This is an optimization exercise on Yosys and OpenROAD, whose aim is a short achievable clock period and few clock cycles, not a production implementation. The RTL was checked by simulation tests, not by an equivalence proof against the original design. Power figures rest on the tool's default switching activity, not on a simulated workload.

--- flow/run.sh ---
#!/bin/bash
set -euo pipefail
MARGIN=$(cat flow/margin.txt)
bash standard.sh SETUP_SLACK_MARGIN=$MARGIN finish > standard_flow.log 2>&1
--- flow/margin.txt ---
6.5
--- standard.sh ---
#!/bin/bash
# synth_recipe.tcl (not shown) runs the flow's synth.tcl, then flattens the netlist and writes it again
# the make line also repeats each setting of config.mk as NAME=value (left out here)
make -C /OpenROAD-flow-scripts/flow DESIGN_CONFIG=/design/flow/config.mk WORK_HOME=/design/flow/orfs CLKGATE_MAP_FILE= SYNTH_SCRIPT=/design/flow/synth_recipe.tcl "${@:-finish}"
--- config.mk ---
export PLATFORM = sky130hd
export DESIGN_NAME = cpu
export DESIGN_NICKNAME = cpu
export VERILOG_FILES = /design/flow/design.v
export SDC_FILE = /design/flow/constraint.sdc
export NUM_CORES = 4
export LEC_CHECK = 0
export ABC_CLOCK_PERIOD_IN_PS = 3000
export CAP_MARGIN = 30
export CORE_MARGIN = 2
export CORE_UTILIZATION = 40
export SETUP_SLACK_MARGIN = 5
export SLEW_MARGIN = 30
--- constraint.sdc ---
create_clock -name core_clock -period 10.0 [get_ports {clk}]
set_input_delay 2.0000 -clock core_clock [delete_from_list [all_inputs] [get_ports {clk}]]
set_output_delay 2.0000 -clock core_clock [all_outputs]
set_load 0.01 [all_outputs]
--- design.v ---
`default_nettype wire
module cpu #(
  parameter PC_INITIAL = 12'h0F
)
(
  input clk,
  input rst,
  output reg mem_write,
  output reg [31:0] to_mem,
  output reg [11:0] mem_addr,
  input [31:0] from_mem,
  output reg halted
);
  reg [31:0] rf [0:15];
  reg [31:0] res;       
  reg        cflag;     
  reg        pk_fetch;  
  reg        pk_load;   
  reg        dk_fetch;  
  reg        d_valid;   
  reg        d_ic;      
  reg        ld_data;   
  reg [11:0] pc_d;      
  reg [11:0] fpc;       
  reg [15:0] ld_rd;     
  reg        d_bpred;   
  reg [15:0] btb_v;
  reg [7:0]  btb_tag [0:15];
  reg [11:0] btb_tgt [0:15];
  reg [31:0] ic_v;
  reg [6:0]  ic_tag [0:31];
  reg [31:0] ic_data [0:31];
  reg [31:0] ic_q;      
  reg        ic_hit;    
  reg        r_valid;
  reg        r_ldimm, r_ldmem, r_st, r_br, r_xor, r_add, r_rot, r_shf,
             r_hlt, r_cmp, r_we, r_pred;
  reg        r_s;
  reg [2:0]  r_cc;
  reg [11:0] r_src, r_dst, r_pc;
  reg [15:0] r_rd, r_rs;
  reg        w_wr;
  reg [15:0] w_rd;
  reg [31:0] w_data;
  reg        e_valid;
  reg        e_ldimm, e_st, e_br, e_xor, e_add, e_rot, e_shf, e_hlt, e_cmp,
             e_we, e_pred;
  reg [2:0]  e_cc;
  reg [11:0] e_dst, e_fall, e_pc, e_dst1, e_fall1, e_dst2, e_fall2;
  reg [15:0] e_rd;
  reg [31:0] e_a, e_b;
  reg [4:0]  e_amt;     
  reg [31:0] e_mask;    
  wire [31:0] sum;
  wire        carry;
  prefix_add32 adder(.a(e_a), .b(e_b), .s(sum), .co(carry));
  wire [63:0] rot2 = {e_a, e_a} >> e_amt;
  wire [31:0] rot = rot2[31:0];
  wire [31:0] other  = ({32{e_ldimm}} & e_b)
                     | ({32{e_xor}}   & (e_a ^ e_b))
                     | ({32{e_rot}}   & rot)
                     | ({32{e_shf}}   & rot & e_mask)
                     | ({32{e_cmp}}   & ~e_b);
  wire [31:0] result = e_add ? sum : other;
  wire f_p = ^res;
  wire f_e = !res[0];
  wire f_n = res[31];
  wire f_z = (res == 32'b0);
  reg cond;
  always @(*) begin
    case (e_cc)
      3'd0: cond = 1'b1;
      3'd1: cond = f_p;
      3'd2: cond = f_e;
      3'd3: cond = cflag;
      3'd4: cond = f_n;
      3'd5: cond = f_z;
      3'd6: cond = !cflag;
      default: cond = !f_n;
    endcase
  end
  wire e_go       = e_valid & !halted;
  wire e_redirect = e_go & e_br & (cond != e_pred);     
  wire        ht_dst  = ic_v[e_dst[4:0]] && (ic_tag[e_dst[4:0]] == e_dst[11:5]);
  wire        ht_fall = ic_v[e_fall[4:0]] && (ic_tag[e_fall[4:0]] == e_fall[11:5]);
  wire [31:0] hd_dst  = ic_data[e_dst[4:0]];
  wire [31:0] hd_fall = ic_data[e_fall[4:0]];
  wire [11:0] ta_dst  = ht_dst ? e_dst1 : e_dst;
  wire [11:0] ta_fall = ht_fall ? e_fall1 : e_fall;
  wire [11:0] tf_dst  = ht_dst ? e_dst2 : e_dst1;
  wire [11:0] tf_fall = ht_fall ? e_fall2 : e_fall1;
  wire [11:0] e_target = cond ? e_dst : e_fall;
  wire        t_hit    = cond ? ht_dst : ht_fall;
  wire [11:0] t_addr   = cond ? ta_dst : ta_fall;
  wire [11:0] t_fpc    = cond ? tf_dst : tf_fall;
  wire [31:0] t_ins    = cond ? hd_dst : hd_fall;
  wire e_store    = e_go & e_st;
  wire e_halt     = e_go & e_hlt;
  wire e_wr       = e_go & e_we;
  wire stop       = e_halt | halted;
  wire squash     = e_redirect | stop;
  wire stall = pk_load;
  reg [31:0] rd_rf, rs_rf;
  integer k;
  always @(*) begin
    rd_rf = 32'b0;
    rs_rf = 32'b0;
    for (k = 0; k < 16; k = k + 1) begin
      rd_rf = rd_rf | ({32{r_rd[k]}} & rf[k]);
      rs_rf = rs_rf | ({32{r_rs[k]}} & rf[k]);
    end
  end
  wire byp_a  = e_wr & |(e_rd & r_rd);
  wire byp_b  = e_wr & |(e_rd & r_rs);
  wire ldb_a  = ld_data & |(ld_rd & r_rd);
  wire ldb_b  = ld_data & |(ld_rd & r_rs);
  wire bypw_a = w_wr & |(w_rd & r_rd);
  wire bypw_b = w_wr & |(w_rd & r_rs);
  wire [31:0] a_old  = ldb_a ? from_mem : bypw_a ? w_data : rd_rf;
  wire [31:0] rs_old = ldb_b ? from_mem : bypw_b ? w_data : rs_rf;
  wire [31:0] a_val  = byp_a ? result : a_old;
  wire [31:0] rs_val = byp_b ? result : rs_old;
  wire [31:0] imm = {{20{r_src[11]}}, r_src};
  wire [31:0] b_val = r_s ? imm : rs_val;
  wire        r_right = !r_src[11];
  wire [11:0] r_mag   = r_right ? r_src : (12'd0 - r_src);
  wire [4:0]  r_k     = (r_mag > 12'd16) ? 5'd16 : r_mag[4:0];
  wire [4:0]  r_amt   = r_right ? r_k : (5'd0 - r_k);
  wire [31:0] r_mask  = r_right ? (32'hFFFFFFFF >> r_k) : (32'hFFFFFFFF << r_k);
  wire port_e  = e_store | stop;
  wire r_issue = r_valid & r_ldmem & !stall & !port_e;
  wire r_adv   = r_valid & !stall & !r_ldmem;           
  wire r_free  = !r_valid | r_adv | r_issue;
  wire [31:0] d_ins = d_ic ? ic_q : from_mem;
  wire [3:0]  d_op  = d_ins[31:28];
  wire        d_s   = d_ins[27];
  wire [2:0]  d_cc  = d_ins[26:24];
  wire [11:0] d_src = d_ins[23:12];
  wire [11:0] d_dst = d_ins[11:0];
  wire d_is_ld  = (d_op == 4'b0001);
  wire d_is_st  = (d_op == 4'b0010);
  wire d_is_br  = (d_op == 4'b0011);
  wire d_is_xor = (d_op == 4'b0100);
  wire d_is_add = (d_op == 4'b0101);
  wire d_is_rot = (d_op == 4'b0110);
  wire d_is_shf = (d_op == 4'b0111);
  wire d_is_hlt = (d_op == 4'b1000);
  wire d_is_cmp = (d_op == 4'b1001);
  wire d_ok     = d_valid & !stop;
  wire port_r   = port_e | r_issue;
  wire d_take   = d_ok & r_free;                
  wire d_drop   = d_ok & !r_free;               
  wire d_replay = d_drop & !port_r;
  wire q_issue  = d_take & !port_r & !stall & !(r_valid & r_st);
  wire q_pred   = d_take & !port_r & !d_bpred;
  wire i_issue  = d_ic & q_issue & (ic_q[31:27] == 5'b00010);
  wire i_pred   = d_ic & q_pred & (ic_q[31:28] == 4'b0011) &
                  ((ic_q[26:24] == 3'd0) | (ic_q[11:0] <= pc_d));
  wire m_issue  = !d_ic & q_issue & (from_mem[31:27] == 5'b00010);
  wire m_pred   = !d_ic & q_pred & (from_mem[31:28] == 4'b0011) &
                  ((from_mem[26:24] == 3'd0) | (from_mem[11:0] <= pc_d));
  wire d_issue  = i_issue | m_issue;
  wire d_pred   = i_pred | m_pred;
  wire [3:0]  f_idx = mem_addr[3:0];
  wire        f_hitm = btb_v[f_idx] & (btb_tag[f_idx] == mem_addr[11:4]);
  wire [3:0]  g_idx = fpc[3:0];
  wire        f_hitc = btb_v[g_idx] & (btb_tag[g_idx] == fpc[11:4]);
  wire        f_hit = pk_fetch ? f_hitm : (ic_go & f_hitc);
  wire [11:0] f_tgt = pk_fetch ? btb_tgt[f_idx] : btb_tgt[g_idx];
  wire [4:0]  c_idx = fpc[4:0];
  wire        ic_go = (pk_load | mem_write) & !halted & ic_hit;
  wire [11:0] fpc_p1   = fpc + 12'd1;
  wire [11:0] fpc_p2   = fpc + 12'd2;
  wire [11:0] pcd_p1   = pc_d + 12'd1;
  wire [11:0] ftgt_p1  = f_tgt + 12'd1;
  wire [11:0] idst_p1  = ic_q[11:0] + 12'd1;
  wire [11:0] mdst_p1  = from_mem[11:0] + 12'd1;
  wire [11:0] fa       = ic_go ? fpc_p1 : fpc;    
  wire [11:0] fa_p1    = ic_go ? fpc_p2 : fpc_p1;
  function hit_next;
    input [11:0] x;
    begin
      if (mem_write && mem_addr[4:0] == x[4:0])
        hit_next = 1'b0;
      else if (dk_fetch && pc_d[4:0] == x[4:0])
        hit_next = (pc_d[11:5] == x[11:5]);
      else
        hit_next = ic_v[x[4:0]] && (ic_tag[x[4:0]] == x[11:5]);
    end
  endfunction
  wire hn_pcd  = hit_next(pc_d);
  wire hn_fpc  = hit_next(fpc);
  wire ic_hit_n = d_drop ? hn_pcd : (!ic_go & hn_fpc);
  reg [11:0] q_addr, q_fpc;
  reg        q_fetch, q_load, q_bpred;
  always @(*) begin
    q_addr  = fa;
    q_fpc   = fa;
    q_fetch = 1'b0;
    q_load  = 1'b0;
    q_bpred = 1'b0;
    if (stop) begin
      q_addr = mem_addr;
    end else if (e_store) begin
      q_addr = e_dst;
      if (d_drop) q_fpc = pc_d;
    end else if (r_issue) begin
      q_addr = r_src;
      q_load = 1'b1;
      if (d_drop) q_fpc = pc_d;
    end else if (i_issue) begin
      q_addr = ic_q[23:12];
      q_load = 1'b1;
    end else if (i_pred) begin
      q_addr  = ic_q[11:0];
      q_fpc   = idst_p1;
      q_fetch = 1'b1;
    end else if (d_replay) begin
      q_addr  = pc_d;
      q_fpc   = pcd_p1;
      q_fetch = 1'b1;
    end else begin
      q_addr  = fa;
      q_fpc   = fa_p1;
      q_fetch = 1'b1;
    end
  end
  wire        q_seq   = !(stop | e_store | r_issue | i_issue | i_pred | d_replay);
  wire        f_use   = q_seq & f_hit;
  wire [11:0] n_addr  = m_issue ? from_mem[23:12] : m_pred ? from_mem[11:0] :
                        f_use ? f_tgt : q_addr;
  wire [11:0] n_fpc   = m_issue ? fa : m_pred ? mdst_p1 : f_use ? ftgt_p1 : q_fpc;
  wire        n_fetch = !m_issue & (m_pred | q_fetch);
  wire        n_load  = m_issue | q_load;
  wire        n_bpred = !m_issue & !m_pred & f_use;
  always @(posedge clk) begin
    if (rst) begin
      mem_addr  <= PC_INITIAL;
      mem_write <= 1'b0;
      pk_fetch  <= 1'b1;
      pk_load   <= 1'b0;
      dk_fetch  <= 1'b0;
      d_valid   <= 1'b0;
      d_ic      <= 1'b0;
      ic_hit    <= 1'b0;
      ld_data   <= 1'b0;
      fpc       <= PC_INITIAL + 12'd1;
      r_valid   <= 1'b0;
      e_valid   <= 1'b0;
      w_wr      <= 1'b0;
      halted    <= 1'b0;
      d_bpred   <= 1'b0;
    end else begin
      d_valid  <= e_redirect ? t_hit : ((pk_fetch | ic_go) & !stop & !d_pred & !d_drop);
      d_ic     <= e_redirect | ic_go;
      ic_hit   <= ic_hit_n;
      dk_fetch <= pk_fetch & !e_redirect;
      ld_data  <= pk_load & !squash;
      pc_d     <= e_redirect ? e_target : ic_go ? fpc : mem_addr;
      if (e_halt)
        halted <= 1'b1;
      mem_write <= e_store;
      if (e_store)
        to_mem <= e_b;
      if (e_redirect) begin
        mem_addr <= t_addr;
        fpc      <= t_fpc;
        pk_fetch <= 1'b1;
        pk_load  <= 1'b0;
        d_bpred  <= 1'b0;
      end else begin
        mem_addr <= n_addr;
        fpc      <= n_fpc;
        pk_fetch <= n_fetch;
        pk_load  <= n_load;
        d_bpred  <= n_bpred;
      end
      if (!stall)
        ld_rd <= r_issue ? r_rd : (16'b1 << d_dst[3:0]);
      if (d_take) begin
        r_ldimm <= d_is_ld & d_s;
        r_ldmem <= d_is_ld & !d_s;
        r_st    <= d_is_st;
        r_br    <= d_is_br;
        r_xor   <= d_is_xor;
        r_add   <= d_is_add;
        r_rot   <= d_is_rot;
        r_shf   <= d_is_shf;
        r_hlt   <= d_is_hlt;
        r_cmp   <= d_is_cmp;
        r_we    <= (d_is_ld & d_s) | d_is_xor | d_is_add | d_is_rot | d_is_shf | d_is_cmp;
        r_pred  <= d_pred | d_bpred;
        r_s     <= d_s;
        r_cc    <= d_cc;
        r_src   <= d_src;
        r_dst   <= d_dst;
        r_pc    <= pc_d;
        r_rd    <= 16'b1 << d_dst[3:0];
        r_rs    <= 16'b1 << d_src[3:0];
      end
      r_valid <= !squash & ((d_take & !d_issue) | (r_valid & !r_free));
      e_valid <= r_adv & !squash;
      w_wr    <= e_wr;
    end
  end
  always @(posedge clk) begin
    w_rd    <= e_rd;
    w_data  <= result;
    e_ldimm <= r_ldimm;
    e_st    <= r_st;
    e_br    <= r_br;
    e_xor   <= r_xor;
    e_add   <= r_add;
    e_rot   <= r_rot;
    e_shf   <= r_shf;
    e_hlt   <= r_hlt;
    e_cmp   <= r_cmp;
    e_we    <= r_we;
    e_pred  <= r_pred;
    e_cc    <= r_cc;
    e_dst   <= r_dst;
    e_dst1  <= r_dst + 12'd1;
    e_dst2  <= r_dst + 12'd2;
    e_fall  <= r_pc + 12'd1;
    e_fall1 <= r_pc + 12'd2;
    e_fall2 <= r_pc + 12'd3;
    e_pc    <= r_pc;
    e_rd    <= r_rd;
    e_a     <= a_val;
    e_b     <= b_val;
    e_amt   <= r_amt;
    e_mask  <= r_mask;
  end
  always @(posedge clk) begin
    ic_q <= e_redirect ? t_ins : ic_data[c_idx];
    if (dk_fetch) begin
      ic_tag[pc_d[4:0]]  <= pc_d[11:5];
      ic_data[pc_d[4:0]] <= from_mem;
    end
  end
  always @(posedge clk) begin
    if (rst)
      ic_v <= 32'b0;
    else if (mem_write)
      ic_v[mem_addr[4:0]] <= 1'b0;
    else if (dk_fetch)
      ic_v[pc_d[4:0]] <= 1'b1;
  end
  always @(posedge clk) begin
    if (!rst & e_go & e_br) begin
      btb_tag[e_pc[3:0]] <= e_pc[11:4];
      btb_tgt[e_pc[3:0]] <= e_dst;
    end
  end
  always @(posedge clk) begin
    if (rst)
      btb_v <= 16'b0;
    else if (e_go & e_br)
      btb_v[e_pc[3:0]] <= cond;
  end
  always @(posedge clk) begin
    if (!rst) begin
      if (ld_data) begin
        res   <= from_mem;
        cflag <= 1'b0;
      end else if (e_wr) begin
        res   <= result;
        cflag <= e_add & carry;
      end else if (e_store) begin
        res   <= 32'd3;
        cflag <= 1'b0;
      end
    end
  end
  genvar g;
  generate
    for (g = 0; g < 16; g = g + 1) begin : regs
      always @(posedge clk) begin
        if (!rst) begin
          if (ld_data & ld_rd[g])
            rf[g] <= from_mem;
          else if (w_wr & w_rd[g])
            rf[g] <= w_data;
        end
      end
    end
  endgenerate
endmodule
module prefix_add32(
  input [31:0] a,
  input [31:0] b,
  output [31:0] s,
  output co
);
  wire [31:0] g0 = a & b;
  wire [31:0] p0 = a ^ b;
  wire [31:0] g [0:5];
  wire [31:0] p [0:5];
  assign g[0] = g0;
  assign p[0] = p0;
  genvar i, j;
  generate
    for (i = 0; i < 5; i = i + 1) begin : lvl
      for (j = 0; j < 32; j = j + 1) begin : col
        if (j >= (1 << i)) begin : cmb
          assign g[i+1][j] = g[i][j] | (p[i][j] & g[i][j - (1 << i)]);
          assign p[i+1][j] = p[i][j] & p[i][j - (1 << i)];
        end else begin : pass
          assign g[i+1][j] = g[i][j];
          assign p[i+1][j] = p[i][j];
        end
      end
    end
  endgenerate
  assign s  = p0 ^ {g[5][30:0], 1'b0};
  assign co = g[5][31];
endmodule
==> metrics.md, run 1 <==
| Metric | Value |
|---|---|
| Arr. time, crit path | 4.56 ns |
| Post-Syn Area | 144,100 sq um |
| Io pins | 80 |
| Clk root buf | clkbuf_16 |
| Total gr overflow | 0 |
| Max stage delay on crit path | 0.32 ns |
| Max clock buf depth | 4 |
| Crit-path cells | buf_6, buf_12, ha_4, nand2_2, nor3_4, a21o_1, o31a_1, a41oi_4, buf_4, and4_4, nor2_4, buf_6, a221oi_2, a311oi_2 |
| Post-synth top flop | edfxtp_1 |
| Syn nets | 9,863 |
| Distinct cells, synth | about 100 |
| Post-detail-place hpwl | 343,300 um |
| Final Critical Period | 3.804 ns |
| Register area share after synthesis | 52.38% |
| Final Skew | 0.08344 ns |
| # DRC | 0 |
| DR vias | 106,300 |
| Total leakage power | 55.41 nW |
| Cell taking the most area after synthesis | edfxtp_1 |
| TritonCTS clock tree | yes |
| Final Hold Fails | 0 |
| DIE AREA | about 370,000 sq um |
| Final setup TNS | 0 ns |
| # clock sinks | 2,643 |
| Vias per std cell | roughly 7.1 |
| FF-to-FF End | mem_addr[1]$_SDFFE_PP1N_ |
| Worst vdd ir | 0.1273 mV |
| Die Height | around 600 um |
| Worst-margin pin slew | 1.175 ns |
| Slowest library cell on the worst path | o31a_1 |
| Tightest Hold Check Type | flop to flop |
| H-tree Lvls | 5 |
| Setup crit start kind | input pin |
| Area share of the leading cell type in the synthesized netlist | a little under half |
| Num CTS Buffers | 300 |
| Cells on worst reg2reg path | 14 |
| Cell area after placement | 151,100 sq um |
| Outcome | timing/DRC/antenna clean |
| EDFF count, synth | 2,257 |
| Async SR Flop Fraction | 0% |
| Flops & latches, synth | about 2,600 |
| R2R Setup Slk | just over 6 ns |
| Mapped Avg Cell Area | roughly 15 sq um |
| Commonest cells post-synth | edfxtp_1, mux4_2, nand2_1 |
| Final worst setup slack | 6.196 ns |
| Max Fclk | 262.9 MHz |
| Crit-path max FO | 7 |
| Worst r2r src | e_fall[3]$_DFF_P_ |
| Largest net degree at the start of global routing | between 100 and 150 |
| RD Place Congestion | 0.9848 |
| Cells after Synth | 9,724 |
| Design Area, Final | 167,600 sq um |
| Core Box Area | roughly 360,000 sq um |
| Initial drt markers | roughly 20,000 |
| PD cells | 181.5 nW/um^2 |
| Final period util | 38.04% |
| Grt met1 use | 42.15% |
| Starting Density | 40.16% |
| M3 GR Usage | 9.613% |
| Most Crowded Layer GR | met2 |
| Fin. max-slew vios | 0 |
| CP required | between 10 and 15 ns |
| End of the worst hold path | e_cc[1]$_DFF_P_ |
| Relative slew slack | 21.30% |
| Vias in the first global route | around 100k |
| Area contributors post-synth | edfxtp_1, mux4_2, dfxtp_1 |
| Most common cell in the synthesized netlist | edfxtp_1 |
| M2 GR Usage | 47.76% |
| Area used by multi-input combinational logic | 66,560 sq um |
| Pre-CTS setup slack | between 4 and 5 ns |
| First drt pass iteration count | 14 |
| Global Route Usage Sum | roughly a third |
| Final WL | slightly above 600,000 um |
| Hold Path Origin | r_cc[1]$_DFFE_PP_ |
| Layout cells sized above 1 | 35.29% |
| Buffers on Ports | a little under 80 |
| Synth Warn # | 3 |
| Placement row count | 220 |
| Critical path class | input pin to flop |
| FF+latch area | 75,660 sq um |
| Most frequent CP cell | buf_6 |
| First-pass GRT wire length | 828,000 um |
| Syn-to-layout area delta | 16.27% |
| Clock-pin slew on the worst setup and hold paths | 0.06 ns |
| Max Cap Viol | 0 |
| Drt wl/cell | between 40 and 50 um |
| Setup violators final | 0 |
| RSZ-0062 raised after global routing | yes |
| Die width | slightly above 600 um |
| Worst skew pair latency | 0.98 ns |
| Hold Crit Depth | 0 |
| Critical Path End Type | flop |
| Fillers | between 30,000 and 40,000 |
| Post-route ant nets | 0 |
| Initial antenna violation count | 44 |
| Final net count | 10,040 |
[power breakdown]
part           total (mW)  leakage (nW)  internal [mW]  switching, mW
clock network        11.2          4.80           6.39           4.83
registers            12.9          23.6           12.4          0.594
logic                6.24          27.0           2.68           3.57
[repair_timing]
action | 4_1_cts | 5_1_grt
setup buffers | 208 | 59
pin swaps | 68 | 37
cloned | 44 | 5
resized for setup | 695 | 176
endpoints found under the setup margin | 1559 | 496
hold buffers | 0 | 0
[cell usage in the layout (no fill, tap or decap), drive strengths merged, types with 23 or more instances in the layout]
cell type  count
bufbuf        31
mux2         586
a31oi         33
nand2b        25
nand3        165
a211oi        73
buf          724
clkbuf       386
xor2          73
o221ai        50
nand2        676
o21ai        396
dfxtp        386
nor2b         35
o22ai         66
a21oi        259
and2          24
inv          151
a22oi         69
edfxtp      2257
a221oi       298
nand4         95
mux4        1338
a21o          44
bufinv        23
clkinv       123
nor4          25
and3          43
ha           104
a22o         290
xnor2        134
nor3          76
mux2i        435
nor2         345
o211ai        40
clkinvlp      23
[state kept, by name, summed over array words and instances (netlist names), 128 cells and up, named ones only]
name / cells
btb_tgt: 192
ic_tag: 224
btb_tag: 128
ic_data: 1024
rf: 512
[worst max path at each step]
stage,depth (start not counted),slack (ns),start,to
2_1_floorplan,12,5.96,from_mem[1],fpc[1]$_SDFF_PP0_
3_3_place_gp,13,3.97,from_mem[10],mem_addr[10]$_SDFFE_PP0N_
3_5_place_dp,13,4.02,from_mem[10],mem_addr[10]$_SDFFE_PP0N_
4_1_cts,15,6.29,from_mem[10],mem_addr[0]$_SDFFE_PP1N_
5_1_grt,16,6.14,from_mem[0],fpc[0]$_SDFFE_PP0P_
6_report,14,6.20,from_mem[11],mem_addr[2]$_SDFFE_PP1N_
[layout make-up]
type	instances	share of cell area, %
sequential	2643	45.15
clock buffer	380	4.836
clock inverter	172	1.013
timing repair buffer	761	5.316
tap	4773	3.563
inverter	148	0.3845
multi-input combinational	6044	39.71
antenna	18	0.02688
[critical path, delay by kind of cell]
| family | cells | cell delay (ns) |
|---|---|---|
| adders and majority gates | 1 | 0.25 |
| and+or+nand+nor | 4 | 0.51 |
| AOI/OAI and AO/OA | 5 | 1.13 |
| buffers and inverters | 4 | 0.64 |
[metal layers]
| layer | up-vias | wire, um |
|---|---|---|
| met3 | 2289 | 87340 |
| met4 | 16 | 44050 |
| met1 | 54180 | 211700 |
| met2 | 9389 | 261000 |
| met5 | - | 110 |
| li1 | 40430 | - |
[stage by stage]
step,std cells,util [%],total power [mW],hold WS (ns)
finish,14940,46.69,30.41,0.3198
global route,14930,46.68,31.03,0.3465
global placement,14030,41.95,18.43,0.3266
CTS,14860,46.30,30.12,0.3342
floorplan,9724,-,16.47,0.3233
detailed placement,14050,42.10,18.50,0.3300
[kinds of logic (layout without fill, tap and decap cells)]
logic type      Yosys count  in the layout  share of synthesized area [%]
compound gates         1782           1785                          8.783
xor+xnor                207            207                          1.258
fa+ha+maj               105            105                         0.9166
buf+inv                1042           1461                          3.127
flops                  2643           2643                          52.38
mux                    2359           2359                          28.53
other cells               0             18                              0
simple gates           1586           1588                          5.005
Testbench counts, summed over its fixed seeds: cycles 81,722.
==> inputs of run 2 (changes only) <==
==> flow/margin.txt (replaced) <==
7.5
--- a/config.mk
+++ b/config.mk
@@ -9,5 +9,5 @@
 export CAP_MARGIN = 30
 export CORE_MARGIN = 2
-export CORE_UTILIZATION = 40
+export CORE_UTILIZATION = 45
 export SETUP_SLACK_MARGIN = 5
 export SLEW_MARGIN = 30
==> run 2 against run 1 <==
Flip-flop and latch count stayed put. Largest power group unchanged. Sequential share of layout area is 3.7 points lower. Total power is 4.4% higher. Register-to-register slack better by 0.09 ns. Synthesized cell count stayed put. Worst hold slack better by 0.020 ns. Combinational power is 21% higher. First-iteration DRC count is 7.3% higher. Cell area is 9.2% higher. Critical path type is now flop to flop. Cell count is 0.61% higher.
==> metrics.md, run 2 <==
| Metric | Value |
|---|---|
| Outcome | timing/DRC/antenna clean (unchanged) |
| Initial antenna violation count | 40 (was 44) |
| Worst r2r src | pc_d[4]$_DFFE_PN_ (was e_fall[3]$_DFF_P_) |
| Drt wl/cell | 43.66 um (was 40.44 um) |
| Layout cells sized above 1 | 44.25% (was 35.29%) |
| DIE AREA | 324,900 sq um (was 365,200 sq um) |
| First-pass GRT wire length | 871,100 um (was 828,000 um) |
| Most Crowded Layer GR | met2 (unchanged) |
| Clock-pin slew on the worst setup and hold paths | 0.06 ns (about the same) |
| M2 GR Usage | 55.83% (was 47.76%) |
| Setup crit start kind | flop (was input pin) |
| Post-Syn Area | 144,100 sq um (unchanged) |
| Total leakage power | 61.97 nW (was 55.41 nW) |
| Syn-to-layout area delta | 26.92% (was 16.27%) |
| PD cells | 173.6 nW/um^2 (was 181.5 nW/um^2) |
| RD Place Congestion | 0.9725 (was 0.9848) |
| Die Height | 570.0 um (was 604.3 um) |
| Die width | 570.0 um (was 604.3 um) |
| Pre-CTS setup slack | 3.951 ns (was 4.024 ns) |
| Area share of the leading cell type in the synthesized netlist | 47.02% (unchanged) |
| Worst vdd ir | 0.1448 mV (was 0.1273 mV) |
| Total gr overflow | 0 (unchanged) |
| Fillers | 23,800 (was 30,790) |
| Commonest cells post-synth | edfxtp_1, mux4_2, nand2_1 (unchanged) |
| FF+latch area | 75,740 sq um (was 75,660 sq um) |
| Async SR Flop Fraction | 0% (unchanged) |
| Post-detail-place hpwl | 339,800 um (was 343,300 um) |
| Placement row count | 207 (was 220) |
| Distinct cells, synth | 102 (unchanged) |
| Area contributors post-synth | edfxtp_1, mux4_2, dfxtp_1 (unchanged) |
| EDFF count, synth | 2,257 (unchanged) |
| RSZ-0062 raised after global routing | yes (unchanged) |
| Grt met1 use | 49.14% (was 42.15%) |
| First drt pass iteration count | 10 (was 14) |
| Final period util | 37.15% (was 38.04%) |
| # clock sinks | 2,643 (unchanged) |
| Setup violators final | 0 (unchanged) |
| TritonCTS clock tree | yes (unchanged) |
| Final net count | 10,720 (was 10,040) |
| Relative slew slack | 20.42% (was 21.30%) |
| Clk root buf | clkbuf_16 (unchanged) |
| Worst-margin pin slew | 1.192 ns (was 1.175 ns) |
| Max reg flops | 1,024 (unchanged) |
| Most common cell in the synthesized netlist | edfxtp_1 (unchanged) |
| Register area share after synthesis | 52.38% (unchanged) |
| Syn nets | 9,863 (unchanged) |
| Worst skew pair latency | 0.96 ns (was 0.98 ns) |
| DR vias | 112,600 (was 106,300) |
| Post-synth top flop | edfxtp_1 (unchanged) |
| Vias in the first global route | 107,100 (was 102,700) |
| Mapped Avg Cell Area | 14.82 sq um (unchanged) |
| Final Critical Period | 3.715 ns (was 3.804 ns) |
| Most common cell after layout, fill and taps aside | edfxtp_1 (unchanged) |
| Cells after Synth | 9,724 (unchanged) |
| Final WL | 656,200 um (was 604,200 um) |
| Fin. max-slew vios | 0 (unchanged) |
| Core Box Area | 318,300 sq um (was 358,900 sq um) |
| Hold Path Origin | r_cc[0]$_DFFE_PP_ (was r_cc[1]$_DFFE_PP_) |
| # DRC | 0 (unchanged) |
| Starting Density | 45.28% (was 40.16%) |
| Cell taking the most area after synthesis | edfxtp_1 (unchanged) |
| CP required | 10.81 ns (was 10.75 ns) |
| Most frequent cells in the layout | edfxtp_1, mux4_2, nand2_1, mux2_2, buf_4 (unchanged) |
| Vias per std cell | 7.492 (was 7.115) |
| CTS Hold Bufs | 0 (unchanged) |
| Max clock buf depth | 4 (unchanged) |
| Max Cap Viol | 0 (unchanged) |
| Final Skew | 0.07054 ns (was 0.08344 ns) |
| Crit path from | pc_d[4]$_DFFE_PN_ (was from_mem[11]) |
| Synth Warn # | 3 (unchanged) |
| Post-route ant nets | 0 (unchanged) |
| Arr. time, crit path | 4.52 ns (was 4.56 ns) |
| Tightest Hold Check Type | flop to flop (unchanged) |
| Initial drt markers | 21,720 (was 20,230) |
| Final setup TNS | 0 ns (unchanged) |
| Area used by multi-input combinational logic | 70,450 sq um (was 66,560 sq um) |
| Io pins | 80 (unchanged) |
| Critical Path End Type | flop (unchanged) |
| H-tree Lvls | 5 (unchanged) |
| Flops & latches, synth | 2,643 (unchanged) |
| Max Fclk | 269.2 MHz (was 262.9 MHz) |
| Crit-path max FO | 38 (was 7) |
| Buffers on Ports | 79 (unchanged) |
| Num CTS Buffers | 300 (unchanged) |
| Final worst setup slack | 6.285 ns (was 6.196 ns) |
| Global Route Usage Sum | 38.65% (was 32.31%) |
| Final Hold Fails | 0 (unchanged) |
| Largest net degree at the start of global routing | 65 (was 120) |
| M3 GR Usage | 14.32% (was 9.613%) |
| Critical path class | flop to flop (was input pin to flop) |
[run 2: changes by cell type in the layout (fill, tap and decap cells not counted), sizes merged, moves of 2 or more]
cell / previous run / this run
buf: 724 / 1321
clkbuf: 386 / 444
bufbuf: 31 / 58
inv: 151 / 139
diode: 18 / 24
nor2: 345 / 351
clkinv: 123 / 118
a41o: 4 / 6
clkinvlp: 23 / 25
o21ai: 396 / 398
[run 2: kinds of logic (layout without fill, tap and decap cells)]
family,after synthesis,count (layout),synth area share (%)
and+or+nand+nor,1586,1596,5.005
adders and majority gates,105,105,0.9166
muxes,2359,2359,28.53
DFF,2643,2643,52.38
xor gates and xnor gates,207,207,1.258
buffers and inverters,1042,2128,3.127
AOI/OAI and AO/OA,1782,1788,8.783
other,0,24,0
[run 2: worst max-delay path, stage by stage, from the launching register on]
cell        delay, ns
edfxtp_1         0.46
clkinvlp_4       0.22
ha_1             0.32
and3_1           0.15
nand4_1          0.17
a21o_1           0.24
a32o_1           0.28
buf_12           0.19
nor4_4           0.30
and4_1           0.27
a32oi_4          0.15
buf_12           0.21
buf_4            0.14
o211a_1          0.14
nor3_1           0.19
o21ai_1          0.09
[run 2: final timing paths]
| check | end | slack, ns | cells after the start |
|---|---|---|---|
| max | mem_addr[4]$_SDFFE_PP0N_ | 6.28 | 15 |
| min reg2reg | e_cc[0]$_DFF_P_ | 0.34 | 0 |
| min | e_cc[0]$_DFF_P_ | 0.34 | 0 |
| max reg2reg | mem_addr[4]$_SDFFE_PP0N_ | 6.28 | 15 |
[run 2: stage by stage]
| stage | instance area, sq um | cells | total power [mW] | util [%] | hold slack, ns |
|---|---|---|---|---|---|
| 6_report | 183000 | 15030 | 31.76 | 57.48 | 0.3401 |
| 2_1_floorplan | 148300 | 9724 | 16.71 | - | 0.3233 |
| 3_3_place_gp | 150700 | 13440 | 18.49 | 47.33 | 0.3285 |
| 5_1_grt | 182900 | 15010 | 32.28 | 57.46 | 0.3519 |
| 4_1_cts | 177000 | 14750 | 31.01 | 55.61 | 0.3402 |
| 3_5_place_dp | 151000 | 13450 | 18.55 | 47.44 | 0.3268 |
[run 2: where the power goes]
group          switching (mW)  leakage (nW)  internal (mW)
Combinational            4.06          33.6           3.46
Clock                    4.80          4.80           6.46
Sequential              0.626          23.6           12.4
Total                    9.49          62.0           22.3
[run 2: metal layers]
metal	share of wire (%)	up-vias
li1	-	41910
met1	33	56840
met2	42	10910
met3	16	2934
met4	8.2	20
met5	0.036	-
[run 2: final cells by class]
cell class	instances	share of cell area, %
Antenna cell	24	0.03283
Tap cell	4180	2.859
Clock inverter	155	0.8097
Multi-Input combinational cell	6055	38.51
Timing Repair inverter	2	0.008890
Timing Repair Buffer	1428	11.44
Clock buffer	395	4.534
Sequential cell	2643	41.40
Inverter	148	0.4096
[run 2: what timing repair did]
item / 4_1_cts / 5_1_grt
pin swaps: 297 / 214
setup endpoints to repair: 2664 / 1527
buffers inserted: 583 / 200
cloned: 160 / 61
gates resized for setup: 1744 / 620
==> inputs of run 3 (changes only) <==
--- a/design.v
+++ b/design.v
@@ -28,4 +28,5 @@
   reg [7:0]  btb_tag [0:15];
   reg [11:0] btb_tgt [0:15];
+  reg [11:0] btb_tgt1 [0:15];   
   reg [31:0] ic_v;
   reg [6:0]  ic_tag [0:31];
@@ -173,5 +174,5 @@
   wire [11:0] fpc_p2   = fpc + 12'd2;
   wire [11:0] pcd_p1   = pc_d + 12'd1;
-  wire [11:0] ftgt_p1  = f_tgt + 12'd1;
+  wire [11:0] ftgt_p1  = pk_fetch ? btb_tgt1[f_idx] : btb_tgt1[g_idx];
   wire [11:0] idst_p1  = ic_q[11:0] + 12'd1;
   wire [11:0] mdst_p1  = from_mem[11:0] + 12'd1;
@@ -351,4 +352,5 @@
       btb_tag[e_pc[3:0]] <= e_pc[11:4];
       btb_tgt[e_pc[3:0]] <= e_dst;
+      btb_tgt1[e_pc[3:0]] <= e_dst1;
     end
   end
==> run 3 against run 2 <==
Cell area rose by 2.6%. Critical path depth decreased by 2. Synthesized cell count rose by 2.8%. Flip-flop and latch count is 192 higher. Sequential power grew 7%. Clock skew increased by 0.0038 ns. Utilization fell by 1.8 points. Critical path type unchanged. Largest cell class unchanged. Largest power group unchanged. Highest routed layer unchanged.
==> metrics.md, run 3 <==
| Metric | Value |
|---|---|
| Vias in the first global route | 109,900 (was 107,100) |
| # clock sinks | 2,835 (was 2,643) |
| Clock-pin slew on the worst setup and hold paths | 0.06 ns (about the same) |
| H-tree Lvls | 5 (unchanged) |
| Die width | 585.8 um (was 570.0 um) |
| Largest net degree at the start of global routing | 91 (was 65) |
| Area share of the leading cell type in the synthesized netlist | 48.29% (was 47.02%) |
| Synth Warn # | 3 (unchanged) |
| Switching Share | 29.08% (was 29.87%) |
| Critical path class | flop to flop (unchanged) |
| Inst Count DP | 14,040 (was 13,450) |
| Tightest Hold Check Type | flop to flop (unchanged) |
| Relative slew slack | 24.34% (was 20.42%) |
| Most common cell in the synthesized netlist | edfxtp_1 (unchanged) |
| Most frequent cells in the layout | edfxtp_1, mux4_2, nand2_1, mux2_2, buf_4 (unchanged) |
| Drt wl/cell | 43.50 um (was 43.66 um) |
| Final Power | 32.80 mW (was 31.76 mW) |
| Cell taking the most area after synthesis | edfxtp_1 (unchanged) |
| Clk root buf | clkbuf_16 (unchanged) |
| Total leakage power | 62.68 nW (was 61.97 nW) |
| Final worst setup slack | 6.196 ns (was 6.285 ns) |
| PD cells | 174.7 nW/um^2 (was 173.6 nW/um^2) |
| Int Power | 23.26 mW (was 22.27 mW) |
| Flop pwr share | 42.3% (was 40.9%) |
| Worst vdd ir | 0.1342 mV (was 0.1448 mV) |
| Starting Density | 45.21% (was 45.28%) |
| Hold slack | 0.3217 ns (was 0.3401 ns) |
| P_sw | 9.540 mW (was 9.486 mW) |
| Cells after Synth | 9,999 (was 9,724) |
| Distinct cells, synth | 99 (was 102) |
| Total gr overflow | 0 (unchanged) |
| DIE AREA | 343,100 sq um (was 324,900 sq um) |
| Max Cap Viol | 0 (unchanged) |
| Flops & latches, synth | 2,835 (was 2,643) |
| First drt pass iteration count | 10 (unchanged) |
| Final period util | 38.04% (was 37.15%) |
| TritonCTS clock tree | yes (unchanged) |
| Logic pwr share | 21.1% (was 23.7%) |
| # DRC | 0 (unchanged) |
| EDFF count, synth | 2,449 (was 2,257) |
| Fin. max-slew vios | 0 (unchanged) |
| Num CTS Buffers | 318 (was 300) |
| Final setup TNS | 0 ns (unchanged) |
| Post-route ant nets | 0 (unchanged) |
| Pre-CTS setup slack | 4.287 ns (was 3.951 ns) |
| Syn-to-layout area delta | 23.26% (was 26.92%) |
| DR vias | 114,900 (was 112,600) |
| Most frequent CP cell | a211oi_1 (was buf_12) |
| Die Height | 585.8 um (was 570.0 um) |
| Placement row count | 213 (was 207) |
| Final Hold Fails | 0 (unchanged) |
| Post-synth top flop | edfxtp_1 (unchanged) |
| Cell area after placement | 159,400 sq um (was 151,000 sq um) |
| Io pins | 80 (unchanged) |
| Non-Filler Instances | 15,420 (was 15,030) |
| Initial drt markers | 21,150 (was 21,720) |
| Max stage delay on crit path | 0.52 ns (was 0.46 ns) |
| Area contributors post-synth | edfxtp_1, mux4_2, dfxtp_1 (unchanged) |
| Final Critical Period | 3.804 ns (was 3.715 ns) |
| Most common cell after layout, fill and taps aside | edfxtp_1 (unchanged) |
| Critical Path End Type | flop (unchanged) |
| Async SR Flop Fraction | 0% (unchanged) |
| Initial antenna violation count | 54 (was 40) |
| Max clock buf depth | 4 (unchanged) |
| Register area share after synthesis | 53.36% (was 52.38%) |
| Vias per std cell | 7.449 (was 7.492) |
| First-pass GRT wire length | 902,700 um (was 871,100 um) |
| Finished Core Util | 55.73% (was 57.48%) |
| Final net count | 10,760 (was 10,720) |
| Layout cells sized above 1 | 42.63% (was 44.25%) |
| Mapped Avg Cell Area | 15.23 sq um (was 14.82 sq um) |
| Setup violators final | 0 (unchanged) |
| Fillers | 26,120 (was 23,800) |
| Worst skew pair latency | 0.99 ns (was 0.96 ns) |
| Final WL | 670,900 um (was 656,200 um) |
| Final Skew | 0.07433 ns (was 0.07054 ns) |
| Max reg flops | 1,024 (unchanged) |
| Crit-path cells | o21ai_1, nor2_2, buf_4, inv_4, nor2_1, nand3_1, xor2_2, a211oi_1, a211oi_1, o311a_4, o21ai_4, o2111ai_2, a221oi_2 (was clkinvlp_4, ha_1, and3_1, nand4_1, a21o_1, a32o_1, buf_12, nor4_4, and4_1, a32oi_4, buf_12, buf_4, o211a_1, nor3_1, o21ai_1) |
| Design Area, Final | 187,700 sq um (was 183,000 sq um) |
| Max Fclk | 262.9 MHz (was 269.2 MHz) |
| Global Route Usage Sum | 38.04% (was 38.65%) |
| Clock power share | 36.6% (was 35.5%) |
| Outcome | timing/DRC/antenna clean (unchanged) |
| Setup crit start kind | flop (unchanged) |
| Core Box Area | 336,900 sq um (was 318,300 sq um) |
| Worst-margin pin slew | 1.133 ns (was 1.192 ns) |
| Slowest library cell on the worst path | dfxtp_2 (was edfxtp_1) |
| RSZ-0062 raised after global routing | yes (unchanged) |
| Arr. time, crit path | 4.68 ns (was 4.52 ns) |
| CP required | 10.87 ns (was 10.81 ns) |
| Post-detail-place hpwl | 359,300 um (was 339,800 um) |
| Post-Syn Area | 152,300 sq um (was 144,100 sq um) |
| RD Place Congestion | 0.9961 (was 0.9725) |
| Commonest cells post-synth | edfxtp_1, mux4_2, nand2_1 (unchanged) |
| Buffers on Ports | 79 (unchanged) |
| Syn nets | 10,140 (was 9,863) |
| Crit-path max FO | 25 (was 38) |
-- run 3: final timing paths --
path | from | end | slack (ns) | cells past startpoint
worst min register to register | r_hlt$_DFFE_PP_ | e_hlt$_DFF_P_ | 0.32 | 0
worst max-delay path | pk_load$_SDFF_PP0_ | mem_addr[11]$_SDFFE_PP0N_ | 6.20 | 13
worst max register to register | pk_load$_SDFF_PP0_ | mem_addr[11]$_SDFFE_PP0N_ | 6.20 | 13
worst min-delay path | r_hlt$_DFFE_PP_ | e_hlt$_DFF_P_ | 0.32 | 0
-- run 3: routing by layer --
| metal | track usage [%] | vias to the layer above | wire length [um] | share of wire, % |
|---|---|---|---|---|
| li1 | - | 42740 | - | - |
| met1 | 49.44 | 58540 | 229000 | 34 |
| met2 | 54.20 | 10830 | 280500 | 42 |
| met3 | 13.85 | 2747 | 107200 | 16 |
| met4 | 23.45 | 24 | 53890 | 8.0 |
| met5 | 0 | - | 283 | 0.042 |
-- run 3: power groups by stage --
| stage | Clock [mW] | Sequential, mW | Combinational, mW |
|---|---|---|---|
| finish | 12.0 | 13.9 | 6.92 |
| global route | 12.5 | 13.9 | 7.07 |
| CTS | 12.0 | 13.8 | 6.39 |
| detailed placement | 0 | 14.2 | 5.20 |
| global placement | 0 | 14.2 | 5.16 |
| floorplan | 0 | 13.7 | 3.91 |
-- run 3: repair_timing --
action                     in CTS  in global routing
resized for setup            1612                513
buffers inserted              475                161
cloned                        112                 29
hold buffers                    0                  0
hold endpoints to repair        0                  0
setup endpoints to repair    3072               1396
pin swaps                     268                205
-- run 3: worst max-delay path, delay by kind of cell, from the launching register on --
family                    cells  cell delay (ns)
AOI/OAI and AO/OA             7             1.60
xor gates and xnor gates      1             0.25
buffers and inverters         2             0.62
DFF                           1             0.52
and+or+nand+nor               3             0.69
-- run 3: cells by family (layout without fill, tap and decap cells) --
family | count (synthesis) | in the layout | synth area share, %
DFF | 2835 | 2835 | 53.36
muxes | 2505 | 2505 | 28.91
AOI/OAI and AO/OA | 1835 | 1835 | 8.455
and+or+nand+nor | 1444 | 1456 | 4.262
buffers and inverters | 1059 | 1937 | 2.902
xor gates and xnor gates | 215 | 215 | 1.236
adders and majority gates | 106 | 106 | 0.8758
other | 0 | 18 | 0
-- run 3: final cells by class --
type / instances / area (sq um) / share of cell area, %
diodes: 18 / 45.04 / 0.02399
clock inverters: 160 / 1670 / 0.8898
multi-input cells: 6117 / 72650 / 38.70
flip-flops and latches: 2835 / 81470 / 43.40
repair inverters: 1 / 7.507 / 0.003999
well taps: 4515 / 5649 / 3.009
inverters: 136 / 651.9 / 0.3473
clock buffers: 425 / 8720 / 4.645
repair buffers: 1215 / 16860 / 8.982
Testbench counts of run 3, summed over its fixed seeds: cycles 81,722.
==> inputs of run 4 (changes only) <==
--- a/design.v
+++ b/design.v
@@ -134,4 +134,17 @@
   wire r_free  = !r_valid | r_adv | r_issue;
   wire [31:0] d_ins = d_ic ? ic_q : from_mem;
+  function le12;
+    input [11:0] x;
+    input [11:0] y;
+    reg [11:0] lt, eq;
+    integer i;
+    begin
+      lt = ~x & y;
+      eq = ~(x ^ y);
+      le12 = 1'b1;
+      for (i = 0; i < 12; i = i + 1)
+        le12 = lt[i] | (eq[i] & le12);
+    end
+  endfunction
   wire [3:0]  d_op  = d_ins[31:28];
   wire        d_s   = d_ins[27];
@@ -157,8 +170,8 @@
   wire i_issue  = d_ic & q_issue & (ic_q[31:27] == 5'b00010);
   wire i_pred   = d_ic & q_pred & (ic_q[31:28] == 4'b0011) &
-                  ((ic_q[26:24] == 3'd0) | (ic_q[11:0] <= pc_d));
+                  ((ic_q[26:24] == 3'd0) | le12(ic_q[11:0], pc_d));
   wire m_issue  = !d_ic & q_issue & (from_mem[31:27] == 5'b00010);
   wire m_pred   = !d_ic & q_pred & (from_mem[31:28] == 4'b0011) &
-                  ((from_mem[26:24] == 3'd0) | (from_mem[11:0] <= pc_d));
+                  ((from_mem[26:24] == 3'd0) | le12(from_mem[11:0], pc_d));
   wire d_issue  = i_issue | m_issue;
   wire d_pred   = i_pred | m_pred;
==> run 4 against run 3 <==
Still clean on timing, DRC and antenna. Area after synthesis is 0.16% lower. Die area shrank 0.16%. Clock power is essentially flat. Wire length grew 0.25%. Clock skew up 0.015 ns. Highest routed layer unchanged.
==> metrics.md, run 4 <==
| Metric | Value |
|---|---|
| Synth Warn # | 3 (unchanged) |
| Cells after Synth | 10,220 (was 9,999) |
| Flop pwr share | 42.5% (was 42.3%) |
| P_sw | 9.246 mW (was 9.540 mW) |
| Hold slack | 0.3265 ns (was 0.3217 ns) |
| Syn-to-layout area delta | 23.89% (was 23.26%) |
| Final Critical Period | 3.867 ns (was 3.804 ns) |
| Commonest cells post-synth | edfxtp_1, mux4_2, nand2_1 (unchanged) |
| Final worst setup slack | 6.133 ns (was 6.196 ns) |
| Post-synth top flop | edfxtp_1 (unchanged) |
| Area share of the leading cell type in the synthesized netlist | 48.36% (was 48.29%) |
| EDFF count, synth | 2,449 (unchanged) |
| RSZ-0062 raised after global routing | yes (unchanged) |
| H-tree Lvls | 5 (unchanged) |
| Starting Density | 45.18% (was 45.21%) |
| Register area share after synthesis | 53.44% (was 53.36%) |
| Worst-margin pin slew | 1.090 ns (was 1.133 ns) |
| Die width | 585.3 um (was 585.8 um) |
| Max reg flops | 1,024 (unchanged) |
| Clock-pin slew on the worst setup and hold paths | 0.06 ns (about the same) |
| Total gr overflow | 0 (unchanged) |
| Cell taking the most area after synthesis | edfxtp_1 (unchanged) |
| Switching Share | 28.54% (was 29.08%) |
| Area contributors post-synth | edfxtp_1, mux4_2, dfxtp_1 (unchanged) |
| Max Cap Viol | 0 (unchanged) |
| Final setup TNS | 0 ns (unchanged) |
| Initial drt markers | 21,490 (was 21,150) |
| Global Route Usage Sum | 37.72% (was 38.04%) |
| Fin. max-slew vios | 0 (unchanged) |
| Max clock buf depth | 4 (unchanged) |
| Num CTS Buffers | 317 (was 318) |
| Worst skew pair latency | 0.98 ns (was 0.99 ns) |
| Non-Filler Instances | 15,640 (was 15,420) |
| Final Hold Fails | 0 (unchanged) |
| Most common cell in the synthesized netlist | edfxtp_1 (unchanged) |
| Arr. time, crit path | 4.70 ns (was 4.68 ns) |
| Most common cell after layout, fill and taps aside | edfxtp_1 (unchanged) |
| Critical path class | flop to flop (unchanged) |
| Syn nets | 10,360 (was 10,140) |
| Post-detail-place hpwl | 349,200 um (was 359,300 um) |
| Placement row count | 213 (unchanged) |
| Int Power | 23.15 mW (was 23.26 mW) |
| Most frequent CP cell | nand2_2 (was a211oi_1) |
| Critical Path End Type | flop (unchanged) |
| Clock power share | 37.7% (was 36.6%) |
| Buffers on Ports | 79 (unchanged) |
| Clk root buf | clkbuf_16 (unchanged) |
| Io pins | 80 (unchanged) |
| PD cells | 172.0 nW/um^2 (was 174.7 nW/um^2) |
| DR vias | 115,900 (was 114,900) |
| Final period util | 38.67% (was 38.04%) |
| Core Box Area | 336,600 sq um (was 336,900 sq um) |
| Final WL | 672,600 um (was 670,900 um) |
| Crit-path cells | buf_8, nand2_2, o22ai_1, nor4b_1, or4b_4, nand2_2, nor4_4, o21ai_4, buf_12, nand3b_1, a31oi_2, a2111oi_2 (was o21ai_1, nor2_2, buf_4, inv_4, nor2_1, nand3_1, xor2_2, a211oi_1, a211oi_1, o311a_4, o21ai_4, o2111ai_2, a221oi_2) |
| Pre-CTS setup slack | 4.342 ns (was 4.287 ns) |
| Crit-path max FO | 18 (was 25) |
| Area used by multi-input combinational logic | 71,780 sq um (was 72,650 sq um) |
| Final net count | 10,980 (was 10,760) |
| Most frequent cells in the layout | edfxtp_1, mux4_2, nand2_1, buf_4, mux2i_1 (was edfxtp_1, mux4_2, nand2_1, mux2_2, buf_4) |
| FF+latch area | 81,490 sq um (was 81,470 sq um) |
| Fillers | 25,890 (was 26,120) |
| Final Skew | 0.08953 ns (was 0.07433 ns) |
| Layout cells sized above 1 | 40.45% (was 42.63%) |
| Tightest Hold Check Type | flop to flop (unchanged) |
| Slowest library cell on the worst path | or4b_4 (was dfxtp_2) |
| Largest net degree at the start of global routing | 63 (was 91) |
| Max stage delay on crit path | 0.60 ns (was 0.52 ns) |
| CP required | 10.83 ns (was 10.87 ns) |
| Vias in the first global route | 110,300 (was 109,900) |
| Post-route ant nets | 0 (unchanged) |
| First-pass GRT wire length | 896,000 um (was 902,700 um) |
| Initial antenna violation count | 42 (was 54) |
| Vias per std cell | 7.410 (was 7.449) |
| Setup crit start kind | flop (unchanged) |
| # DRC | 0 (unchanged) |
| TritonCTS clock tree | yes (unchanged) |
| Setup violators final | 0 (unchanged) |
| Flops & latches, synth | 2,835 (unchanged) |
| Finished Core Util | 55.97% (was 55.73%) |
| Mapped Avg Cell Area | 14.88 sq um (was 15.23 sq um) |
| Post-Syn Area | 152,100 sq um (was 152,300 sq um) |
| Async SR Flop Fraction | 0% (unchanged) |
| Worst vdd ir | 0.1432 mV (was 0.1342 mV) |
| DIE AREA | 342,600 sq um (was 343,100 sq um) |
| Distinct cells, synth | 92 (was 99) |
| Logic pwr share | 19.8% (was 21.1%) |
| Drt wl/cell | 43.01 um (was 43.50 um) |
| Max Fclk | 258.6 MHz (was 262.9 MHz) |
| Inst Count DP | 14,220 (was 14,040) |
| # clock sinks | 2,835 (unchanged) |
| Die Height | 585.3 um (was 585.8 um) |
| Outcome | timing/DRC/antenna clean (unchanged) |
| Total leakage power | 63.74 nW (was 62.68 nW) |
| Relative slew slack | 27.25% (was 24.34%) |
| RD Place Congestion | 0.9744 (was 0.9961) |
| First drt pass iteration count | 10 (unchanged) |
==> run 4: changes by cell type in the layout (fill, tap and decap cells not counted), moves of 27 or more <==
cell     delta
and3_1     +27
a22o_1     -32
o21ai_0   +102
nand2_1   +142
o21ai_1   +115
mux2_2    -149
nor2_1     -31
a22oi_1    +87
==> run 4: power by group through the flow <==
| stage | registers (mW) | logic, mW | clock network, mW |
|---|---|---|---|
| after floorplan | 13.6 | 3.58 | 0 |
| after global placement | 14.1 | 4.73 | 0 |
| after detailed placement | 14.1 | 4.79 | 0 |
| after CTS | 13.7 | 5.93 | 12.2 |
| after global routing | 13.8 | 6.55 | 12.7 |
| final | 13.8 | 6.42 | 12.2 |
==> run 4: path summary, 6_finish.rpt <==
check | cells after the start | startpoint | slack [ns] | to
worst max-delay path | 12 | fpc[2]$_SDFF_PP0_ | 6.13 | fpc[1]$_SDFF_PP0_
worst min-delay path | 0 | r_cc[0]$_DFFE_PP_ | 0.33 | e_cc[0]$_DFF_P_
worst max register to register | 12 | fpc[2]$_SDFF_PP0_ | 6.13 | fpc[1]$_SDFF_PP0_
worst min register to register | 0 | r_cc[0]$_DFFE_PP_ | 0.33 | e_cc[0]$_DFF_P_
==> run 4: cell families (layout without fill, tap and decap cells) <==
family	count (synthesis)	count (layout)	share of synthesized area (%)
xor+xnor	191	191	1.100
compound gates	2025	2025	8.983
other cells	0	22	0
simple gates	1659	1661	4.948
buf+inv	1071	1949	2.899
mux	2335	2335	27.77
fa+ha+maj	103	103	0.8524
flops	2835	2835	53.44
==> run 4: final cells by class <==
class,instances,share of cell area (%)
antenna,22,0.02922
clock buffer,420,4.591
clock inverter,159,1.048
inverter,127,0.3852
multi-input combinational,6315,38.10
sequential,2835,43.25
tap,4515,2.999
timing repair buffer,1242,9.586
timing repair inverter,1,0.003985
==> run 4: repair_timing <==
| action | in CTS | in global routing |
|---|---|---|
| setup endpoints to repair | 2885 | 1370 |
| gates cloned | 125 | 65 |
| buffers inserted | 455 | 170 |
| resized for setup | 1640 | 523 |
| hold buffers | 0 | 0 |
| pin swaps | 246 | 221 |
==> run 4: routing by layer <==
metal / wire [um] / part of all wire [%] / GRT usage, %
met3: 105700 / 16 / 13.44
met4: 53980 / 8.0 / 22.93
met1: 225900 / 34 / 48.26
met5: 828 / 0.12 / 0.7285
met2: 286200 / 43 / 54.96
==> run 4: stage by stage <==
stage,area [sq um],power (mW)
floorplan,156100,17.17
detailed placement,159100,18.86
finish,188400,32.40
global route,188400,32.97
global placement,158900,18.80
CTS,183100,31.86
==> run 4: worst max-delay path: cells and delay by family (launching register included) <==
family                 cells  cell delay, ns
AOI/OAI and AO/OA          4            1.04
buffers and inverters      2            0.51
DFF                        1            0.50
and+or+nand+nor            6            1.64
Testbench counts of run 4, summed over its fixed seeds: cycles 81,722.

==> re-timing with driven ports <==
How much do the figures lean on ideal ports? The routed layouts below were timed once more, with nothing changed but the port constraints.
Step 1 assumes that a clkbuf_16 drives the clock port and a buf_2 every other input.
Step 2 adds t to the input delays and takes it off the output delays; t is the mean of the earliest and latest rising clock arrival at the registers after step 1. Input paths then give back, and output paths get back, about the clock's delay inside the block.
Slacks: ideal / step 1 / step 2; pairs: ideal / step 1.
run | t, ns | slack for setup (ns) | hold WS [ns] | worst data-port slew with drivers (ns)
run 1 | 1.056 | 6.196 / 6.195 / 5.138 | 0.320 / 0.320 / 0.320 | 0.19
run 2 | 1.034 | 6.285 / 6.285 / 5.279 | 0.340 / 0.340 / 0.340 | 0.18
run 3 | 1.060 | 6.196 / 6.196 / 5.205 | 0.322 / 0.322 / 0.322 | 0.30
run 4 | 1.060 | 6.133 / 6.133 / 5.361 | 0.326 / 0.326 / 0.326 | 0.40
After both steps every run listed still meets setup and hold. For run 1, which loses most, drivers alone change the setup slack by -0.001 ns; drivers and shift together by -1.058 ns.
